From an optimization exercise on the open Yosys and OpenROAD flow, aimed at small area; shortcuts taken in it are not production practice.
Where RTL was checked, it was by simulation tests only, not by an equivalence proof against the original.

// lif_neuron
module lif_neuron (
    input  wire        clk,
    input  wire        rst,
    input  wire [15:0] threshold,
    input  wire [15:0] leak_rate,
    input  wire [7:0]  refractory,
    input  wire        leaky_enable,
    input  wire        reset_on_spike,
    input  wire [15:0] input_neuron_id,
    input  wire [7:0]  synapse_weight,
    input  wire        spike_in_valid,
    output wire        spike_in_ready,
    output reg  [15:0] output_neuron_id,
    output reg         spike_out_valid,
    input  wire        spike_out_ready,
    input  wire [15:0] neuron_id,
    output reg  [15:0] membrane_potential,
    output wire        in_refractory,
    output reg  [7:0]  refract_counter
);
    localparam S_IDLE = 2'd0, S_INT = 2'd1, S_SPK = 2'd2, S_REF = 2'd3;
    reg  [1:0] state;
    wire [15:0] m = membrane_potential;
    wire [7:0]  cnt = refract_counter;
    wire is_ref  = |cnt;
    wire st_idle = (state == S_IDLE);
    wire st_int  = (state == S_INT);
    wire st_spk  = (state == S_SPK);
    wire fire = st_spk & spike_out_ready;           
    wire nfire = ~fire;
    wire leak = st_idle & leaky_enable;
    wire [16:0] gc;
    assign gc[0] = 1'b1;
    genvar gi;
    generate
        for (gi = 0; gi < 15; gi = gi + 1) begin : g_cmp
  ...
Settings: LEC_CHECK=0, CAP_MARGIN=20, CORE_MARGIN=2, CORE_UTILIZATION=40, GPL_TIMING_DRIVEN=0, SLEW_MARGIN=20, SYNTH_HIERARCHICAL=1, SYNTH_MINIMUM_KEEP_SIZE=0; clock period 14.0 ns.
standard.sh (not shown) runs the stock make flow with config.mk's settings and CLKGATE_MAP_FILE= SYNTH_SCRIPT=/design/flow/synth_recipe.tcl, a recipe that flattens the netlist after the stock synthesis.
==> flow/flow/run.sh <==
#!/bin/bash
# Standard ORFS layout (the standard.sh: standard synthesis, floorplan,
# placement, CTS, routing), with one change: the buffers that buffer_ports
# puts on every input and output port are the smallest plain buffer
# (sky130_fd_sc_hd__buf_1) instead of the cell the resizer picks by default.
set -euo pipefail
cd "$(dirname "$0")/.."
bash standard.sh "BUFFER_PORTS_ARGS=-buffer_cell sky130_fd_sc_hd__buf_1" finish > make_finish.log 2>&1
Rerun with:
--- a/flow/config.mk
+++ b/flow/config.mk
@@ -10,2 +10,3 @@
 export CORE_UTILIZATION = 40
+export CTS_BUF_LIST = sky130_fd_sc_hd__clkbuf_8
 export GPL_TIMING_DRIVEN = 0
Effect: Final area falls by about 0.6%. Area after synthesis does not change. Worst hold slack improved by 0.0082 ns. Fmax barely changes.
No run of this note included a check of the RTL's function; only the layout flow was run.

========
## build 92
Another version of the RTL of lif_neuron (not shown whole).
Size in the first run: about 43 flip-flops, ~7900 um^2 of cells after synthesis.
Settings: LEC_CHECK=0, CAP_MARGIN=20, CORE_MARGIN=2, CORE_UTILIZATION=40, GPL_TIMING_DRIVEN=0, SLEW_MARGIN=20, SYNTH_HIERARCHICAL=1, SYNTH_MINIMUM_KEEP_SIZE=0; clock period 14.0 ns.
==> flow/flow/run.sh <==
#!/bin/bash
# Standard ORFS layout (the standard.sh: standard synthesis, floorplan,
# placement, CTS, routing) with these changes:
# - after floorplan, flow/downsize.tcl sets combinational cells that synthesis
#   upsized back to drive strength 1 (repair steps size up what needs it);
# - the buffers that buffer_ports puts on every input and output port are the
#   smallest plain buffer (sky130_fd_sc_hd__buf_1) instead of the cell the
#   resizer picks by default;
# - clock tree synthesis uses clkbuf_8 buffers and no dummy loads;
# - synthesis (ABC) buffers are removed at floorplan (REMOVE_ABC_BUFFERS);
# - after global routing, repair_timing -recover_power downsizes gates that
#   have timing slack to spare.
# make's whole output goes to make_finish.log; each ORFS step keeps its own
# log under orfs/logs/.
set -euo pipefail
cd "$(dirname "$0")/.."
bash standard.sh \
  "POST_FLOORPLAN_TCL=$PWD/flow/downsize.tcl" \
  "BUFFER_PORTS_ARGS=-buffer_cell sky130_fd_sc_hd__buf_1" \
  "CTS_ARGS=-sink_clustering_enable -repair_clock_nets -dont_use_dummy_load -buf_list sky130_fd_sc_hd__clkbuf_8" \
  "RECOVER_POWER=100" \
  "REMOVE_ABC_BUFFERS=1" \
  finish > make_finish.log 2>&1
==> flow/flow/downsize.tcl <==
# Sourced by ORFS at the end of floorplan (POST_FLOORPLAN_TCL).  Synthesis
# (ABC) maps small helper modules on their own and often picks a larger drive
# strength than the layout needs; set every combinational cell that has a
# size-1 variant of the same function back to size 1.  The later repair steps
# (repair_design, repair_timing) size cells up again where timing, slew or
# capacitance need it.  Flip-flops and clock cells are left alone.
set db [ord::get_db]
set block [ord::get_db_block]
set swapped 0
foreach inst [$block getInsts] {
  set master [$inst getMaster]
  set name [$master getName]
  if {![regexp {^(sky130_fd_sc_hd__[a-z0-9]+)_([0-9]+)$} $name -> base size]} { continue }
  if {$size <= 1} { continue }
  if {[regexp {__(df|sdf|edf|dl|clk|dly|conb|tap|fill|decap|diode)} $base]} { continue }
  set small [$db findMaster ${base}_1]
  if {$small eq "NULL" || $small eq ""} { continue }
  if {[$small getWidth] >= [$master getWidth]} { continue }
  $inst swapMaster $small
  incr swapped
}
puts "downsize.tcl: $swapped cells set to drive strength 1"
In build 92 the implementation ran to completion but is not tape-out ready, as the final checks report max-capacitance violations, max-slew violations.
Input-level comparison between build 10 and build 92:
# build 92
export LEC_CHECK = 0
export CAP_MARGIN = 20
export CORE_MARGIN = 2
export CORE_UTILIZATION = 40
export GPL_TIMING_DRIVEN = 0
export SLEW_MARGIN = 20
export SYNTH_HIERARCHICAL = 1
export SYNTH_MINIMUM_KEEP_SIZE = 0
create_clock -name core_clock -period 14.0 [get_ports {clk}]
# build 10
export LEC_CHECK = 0
export CAP_MARGIN = 5
export CORE_MARGIN = 2
export CORE_UTILIZATION = 40
export GPL_TIMING_DRIVEN = 0
export SLEW_MARGIN = 5
export SYNTH_HIERARCHICAL = 1
export SYNTH_MINIMUM_KEEP_SIZE = 0
create_clock -name core_clock -period 14.0 [get_ports {clk}]
-- flow/flow/run.sh --
<<< build 92, line 10
# - synthesis (ABC) buffers are removed at floorplan (REMOVE_ABC_BUFFERS);
# - after global routing, repair_timing -recover_power downsizes gates that
#   have timing slack to spare.
# make's whole output goes to make_finish.log; each ORFS step keeps its own
>>> build 10, line 10
# - synthesis (ABC) buffers are removed at floorplan (REMOVE_ABC_BUFFERS);
# make's whole output goes to make_finish.log; each ORFS step keeps its own
<<< build 92, line 20
  "CTS_ARGS=-sink_clustering_enable -repair_clock_nets -dont_use_dummy_load -buf_list sky130_fd_sc_hd__clkbuf_8" \
  "RECOVER_POWER=100" \
  "REMOVE_ABC_BUFFERS=1" \
>>> build 10, line 18
  "CTS_ARGS=-sink_clustering_enable -repair_clock_nets -dont_use_dummy_load -buf_list sky130_fd_sc_hd__clkbuf_8" \
  "REMOVE_ABC_BUFFERS=1" \
- Build 10 vs. build 92: met3 capacity usage during global routing climbed 0.53 points, total of max-cap violations dropped 2, wire length after detailed routing climbed 0.50%, detailed-routed wire length on met2 climbed 94 um.
- The flow did not stop early for build 10: all stages ran, and the layout cleared the timing, DRC and antenna checks.
Input-level comparison between build 82 and build 10:
# build 10
export LEC_CHECK = 0
export CAP_MARGIN = 5
export CORE_MARGIN = 2
export CORE_UTILIZATION = 40
export GPL_TIMING_DRIVEN = 0
export SLEW_MARGIN = 5
export SYNTH_HIERARCHICAL = 1
export SYNTH_MINIMUM_KEEP_SIZE = 0
create_clock -name core_clock -period 14.0 [get_ports {clk}]
# build 82
export LEC_CHECK = 0
export CAP_MARGIN = 0
export CORE_MARGIN = 2
export CORE_UTILIZATION = 40
export GPL_TIMING_DRIVEN = 0
export SLEW_MARGIN = 0
export SYNTH_HIERARCHICAL = 1
export SYNTH_MINIMUM_KEEP_SIZE = 0
create_clock -name core_clock -period 14.0 [get_ports {clk}]
Findings:
For utilization, build 10 and build 82 come out practically identical.
Changes observed in build 82 relative to build 10: delay of the slowest cell on the worst path -0.06 ns; post-route cell area flat; global-route track usage on met2 level; post-layout minimum cycle time now smaller.
Build 82 went all the way through synthesis, placement and routing and the layout is clean on timing, DRC and antenna.
The clock insertion delay at the later pin of the skew report on build 10 is in line with that on build 82.
Sort build 10 and build 82 by detailed-route wire length per cell desc -> top: build 10
### build 82 -> build 28
# build 82
export LEC_CHECK = 0
export CAP_MARGIN = 0
export CORE_MARGIN = 2
export CORE_UTILIZATION = 40
export GPL_TIMING_DRIVEN = 0
export SLEW_MARGIN = 0
export SYNTH_HIERARCHICAL = 1
export SYNTH_MINIMUM_KEEP_SIZE = 0
create_clock -name core_clock -period 14.0 [get_ports {clk}]
# build 28
export LEC_CHECK = 0
export CAP_MARGIN = 5
export CORE_MARGIN = 2
export CORE_UTILIZATION = 40
export GPL_TIMING_DRIVEN = 0
export SLEW_MARGIN = 5
export SYNTH_HIERARCHICAL = 1
export SYNTH_MINIMUM_KEEP_SIZE = 0
create_clock -name core_clock -period 14.0 [get_ports {clk}]
-- flow/flow/run.sh --
<<< build 82, line 8
#   resizer picks by default;
# - clock tree synthesis uses clkbuf_8 buffers and no dummy loads;
# - synthesis (ABC) buffers are removed at floorplan (REMOVE_ABC_BUFFERS);
>>> build 28, line 8
#   resizer picks by default;
# - clock tree synthesis uses clkbuf_4 and clkbuf_8 buffers and no dummy loads;
# - synthesis (ABC) buffers are removed at floorplan (REMOVE_ABC_BUFFERS);
<<< build 82, line 17
  "BUFFER_PORTS_ARGS=-buffer_cell sky130_fd_sc_hd__buf_1" \
  "CTS_ARGS=-sink_clustering_enable -repair_clock_nets -dont_use_dummy_load -buf_list sky130_fd_sc_hd__clkbuf_8" \
  "REMOVE_ABC_BUFFERS=1" \
>>> build 28, line 17
  "BUFFER_PORTS_ARGS=-buffer_cell sky130_fd_sc_hd__buf_1" \
  "CTS_ARGS=-sink_clustering_enable -repair_clock_nets -dont_use_dummy_load -buf_list sky130_fd_sc_hd__clkbuf_4 sky130_fd_sc_hd__clkbuf_8" \
  "REMOVE_ABC_BUFFERS=1" \
[summary]
In the summary table, build 28 is marked failed, with error STA-0564 raised in clock tree synthesis (4_1_cts).
From build 28 to build 82, overall die width did not move at all.
Diff build 82 -> build 28: detailed placement HPWL went up 0.36%, synthesized area held.
Build 28: post-placement setup slack is 0.029 ns lower than what build 82 reported.
--- input diff build 28..build 12 ---
# build 28
export LEC_CHECK = 0
export CAP_MARGIN = 5
export CORE_MARGIN = 2
export CORE_UTILIZATION = 40
export GPL_TIMING_DRIVEN = 0
export SLEW_MARGIN = 5
export SYNTH_HIERARCHICAL = 1
export SYNTH_MINIMUM_KEEP_SIZE = 0
create_clock -name core_clock -period 14.0 [get_ports {clk}]
# build 12
export LEC_CHECK = 0
export CAP_MARGIN = 20
export CORE_MARGIN = 2
export CORE_UTILIZATION = 40
export GPL_TIMING_DRIVEN = 0
export SLEW_MARGIN = 20
export SYNTH_HIERARCHICAL = 1
export SYNTH_MINIMUM_KEEP_SIZE = 0
create_clock -name core_clock -period 14.0 [get_ports {clk}]
-- flow/flow/run.sh --
<<< build 28, line 8
#   resizer picks by default;
# - clock tree synthesis uses clkbuf_4 and clkbuf_8 buffers and no dummy loads;
# - synthesis (ABC) buffers are removed at floorplan (REMOVE_ABC_BUFFERS);
>>> build 12, line 8
#   resizer picks by default;
# - clock tree synthesis uses clkbuf_8 buffers and no dummy loads;
# - synthesis (ABC) buffers are removed at floorplan (REMOVE_ABC_BUFFERS);
<<< build 28, line 17
  "BUFFER_PORTS_ARGS=-buffer_cell sky130_fd_sc_hd__buf_1" \
  "CTS_ARGS=-sink_clustering_enable -repair_clock_nets -dont_use_dummy_load -buf_list sky130_fd_sc_hd__clkbuf_4 sky130_fd_sc_hd__clkbuf_8" \
  "REMOVE_ABC_BUFFERS=1" \
>>> build 12, line 17
  "BUFFER_PORTS_ARGS=-buffer_cell sky130_fd_sc_hd__buf_1" \
  "CTS_ARGS=-sink_clustering_enable -repair_clock_nets -dont_use_dummy_load -buf_list sky130_fd_sc_hd__clkbuf_8" \
  "REMOVE_ABC_BUFFERS=1" \
Notes after the runs:
Higher worst slack at placement among build 28 and build 12: build 12
Build 12 ended with every stage complete and zero timing, DRC or antenna violations.
Re global placer's final weighted congestion: no difference whatsoever between build 12 and build 28.
Placed instance count of build 12 exceeds that of build 28 slightly.
Build 28 -> build 12: post-synthesis simple-gate area fraction flat
From build 28 to build 12, count of mapped cells out of synthesis did not move at all.

========
the previous run:
Another version of the RTL of lif_neuron (not shown whole).
Size in the first run: ~880 cells after synthesis, about 43 flip-flops, roughly 8600 sq um of cells after synthesis.
Settings: LEC_CHECK=0, CAP_MARGIN=20, CORE_MARGIN=2, CORE_UTILIZATION=40, SLEW_MARGIN=20, SYNTH_HIERARCHICAL=1, SYNTH_MINIMUM_KEEP_SIZE=0; clock period 14.0 ns.
run.sh (not shown) runs the stock make flow with config.mk's settings and CLKGATE_MAP_FILE= SYNTH_SCRIPT=/design/flow/synth_recipe.tcl, a recipe that flattens the netlist after the stock synthesis.
Stock flow here: none of the scripts above is used.
For the current run, these inputs were changed with respect to the previous run:
==> flow/flow/run.sh (new file) <==
#!/bin/bash
# Standard ORFS layout (the standard.sh: standard synthesis, floorplan,
# placement, CTS, routing), with one change: the buffers that buffer_ports
# puts on every input and output port are the smallest plain buffer
# (sky130_fd_sc_hd__buf_1) instead of the cell the resizer picks by default.
set -euo pipefail
cd "$(dirname "$0")/.."
bash standard.sh "BUFFER_PORTS_ARGS=-buffer_cell sky130_fd_sc_hd__buf_1" finish > make_finish.log 2>&1
==> flow/standard.sh (new file) <==
#!/bin/bash
# synth_recipe.tcl (not shown) runs the flow's synth.tcl, then flattens the netlist and writes it again
# the make line also repeats each setting of config.mk as NAME=value (left out here)
make -C /OpenROAD-flow-scripts/flow DESIGN_CONFIG=/design/flow/config.mk WORK_HOME=/design/flow/orfs CLKGATE_MAP_FILE= SYNTH_SCRIPT=/design/flow/synth_recipe.tcl "${@:-finish}"
removed: flow/run.sh
Findings:
NOTE met1 wire length the previous run->the current run increased slightly
The current run — max-slew headroom at the worst pin 2.1 points higher, the previous run as reference
Layout buffer count excluding clock buffers ended up 2 higher on the current run than on the previous run.

========
west:
lif_neuron, a different RTL version from the one above (not shown whole).
Size in the first run: ~760 cells after synthesis, ~7800 sq um of cells after synthesis.
export LEC_CHECK = 0
export CAP_MARGIN = 5
export CORE_MARGIN = 2
export CORE_UTILIZATION = 40
export GPL_TIMING_DRIVEN = 0
export SLEW_MARGIN = 5
export SYNTH_HIERARCHICAL = 1
export SYNTH_MINIMUM_KEEP_SIZE = 0
create_clock -name core_clock -period 14.0 [get_ports {clk}]
standard.sh (not shown) runs the stock make flow with config.mk's settings and CLKGATE_MAP_FILE= SYNTH_SCRIPT=/design/flow/synth_recipe.tcl, a recipe that flattens the netlist after the stock synthesis.
==> flow/flow/run.sh <==
#!/bin/bash
# Standard ORFS layout (the standard.sh: standard synthesis, floorplan,
# placement, CTS, routing) with these changes:
# - after floorplan, flow/downsize.tcl sets combinational cells that synthesis
#   upsized back to drive strength 1 (repair steps size up what needs it);
# - the buffers that buffer_ports puts on every input and output port are the
#   smallest plain buffer (sky130_fd_sc_hd__buf_1) instead of the cell the
#   resizer picks by default;
# - clock tree synthesis uses clkbuf_8 buffers and no dummy loads;
# - synthesis (ABC) buffers are removed at floorplan (REMOVE_ABC_BUFFERS);
# make's whole output goes to make_finish.log; each ORFS step keeps its own
# log under orfs/logs/.
set -euo pipefail
cd "$(dirname "$0")/.."
bash standard.sh \
  "POST_FLOORPLAN_TCL=$PWD/flow/downsize.tcl" \
  "BUFFER_PORTS_ARGS=-buffer_cell sky130_fd_sc_hd__buf_1" \
  "CTS_ARGS=-sink_clustering_enable -repair_clock_nets -dont_use_dummy_load -buf_list sky130_fd_sc_hd__clkbuf_8" \
  "REMOVE_ABC_BUFFERS=1" \
  finish > make_finish.log 2>&1
Scripts as last shown in full above: flow/flow/downsize.tcl
#### Input delta (middle over west)
# west
export LEC_CHECK = 0
export CAP_MARGIN = 5
export CORE_MARGIN = 2
export CORE_UTILIZATION = 40
export GPL_TIMING_DRIVEN = 0
export SLEW_MARGIN = 5
export SYNTH_HIERARCHICAL = 1
export SYNTH_MINIMUM_KEEP_SIZE = 0
create_clock -name core_clock -period 14.0 [get_ports {clk}]
# middle
export LEC_CHECK = 0
export CAP_MARGIN = 20
export CORE_MARGIN = 2
export CORE_UTILIZATION = 40
export GPL_TIMING_DRIVEN = 0
export SLEW_MARGIN = 20
export SYNTH_HIERARCHICAL = 1
export SYNTH_MINIMUM_KEEP_SIZE = 0
create_clock -name core_clock -period 14.0 [get_ports {clk}]
diff --git a/flow/flow/run.sh b/flow/flow/run.sh
--- a/flow/flow/run.sh
+++ b/flow/flow/run.sh
@@ -10,0 +11,2 @@
+# - after global routing, repair_timing -recover_power downsizes gates that
+#   have timing slack to spare.
@@ -18,0 +21 @@
+  "RECOVER_POWER=100" \
## What came out
- There was hardly any difference in utilization of the core after routing between west and middle.
- When middle is measured against west, its overall global routing resource usage turns out 0.26 points higher.
- Compared to west, the routing of middle uses more wire.
- west → middle: non-clock buffer count rose about 0.9%; final area did not really move; arrival time at the worst endpoint +0.02 ns; post-route non-filler standard cell count now sits at about the same level.
- Changes observed in middle relative to west: wire length of the first global-routing pass climbed 1.0%; register-to-register setup slack dropped 0.11 ns.

[re-timing with driven ports]
In the flow no input, the clock included, has a driving cell. The finished layouts below were timed again as built, in two steps. Step 1, drivers: a clkbuf_16 drives clk and a buf_2 each remaining input, both assumed. Step 2 also shifts input and output timing later by t, the mid clock arrival at the registers, as if the neighbouring blocks saw the same clock. Slacks: ideal ports / drivers / drivers and shift; pairs: ideal ports / drivers.
run	shift t [ns]	setup WS [ns]	hold slack, ns	worst setup path after step 2
the first run of note 1	0.332	0.560 / 0.574 / 0.242	0.468 / 0.468 / 0.468	input to register
the second run of note 1	0.337	0.524 / 0.534 / 0.198	0.476 / 0.476 / 0.476	input to register
build 92	0.326	0.690 / 0.694 / 0.368	0.474 / 0.474 / 0.474	input to register
build 10	0.322	0.677 / 0.681 / 0.359	0.473 / 0.473 / 0.473	input to register
build 82	0.321	0.737 / 0.720 / 0.399	0.470 / 0.470 / 0.470	input to register
build 12	0.326	0.723 / 0.727 / 0.401	0.474 / 0.474 / 0.474	input to register
the previous run	0.310	0.634 / 0.637 / 0.327	0.475 / 0.475 / 0.475	input to register
the current run	0.320	1.011 / 1.009 / 0.689	0.473 / 0.473 / 0.473	input to register
west	0.307	0.478 / 0.476 / 0.169	0.471 / 0.471 / 0.471	input to register
middle	0.302	0.444 / 0.443 / 0.141	0.479 / 0.479 / 0.479	input to register
For build 82, which loses most, drivers alone change the setup slack by -0.017 ns; drivers and shift together by -0.338 ns.
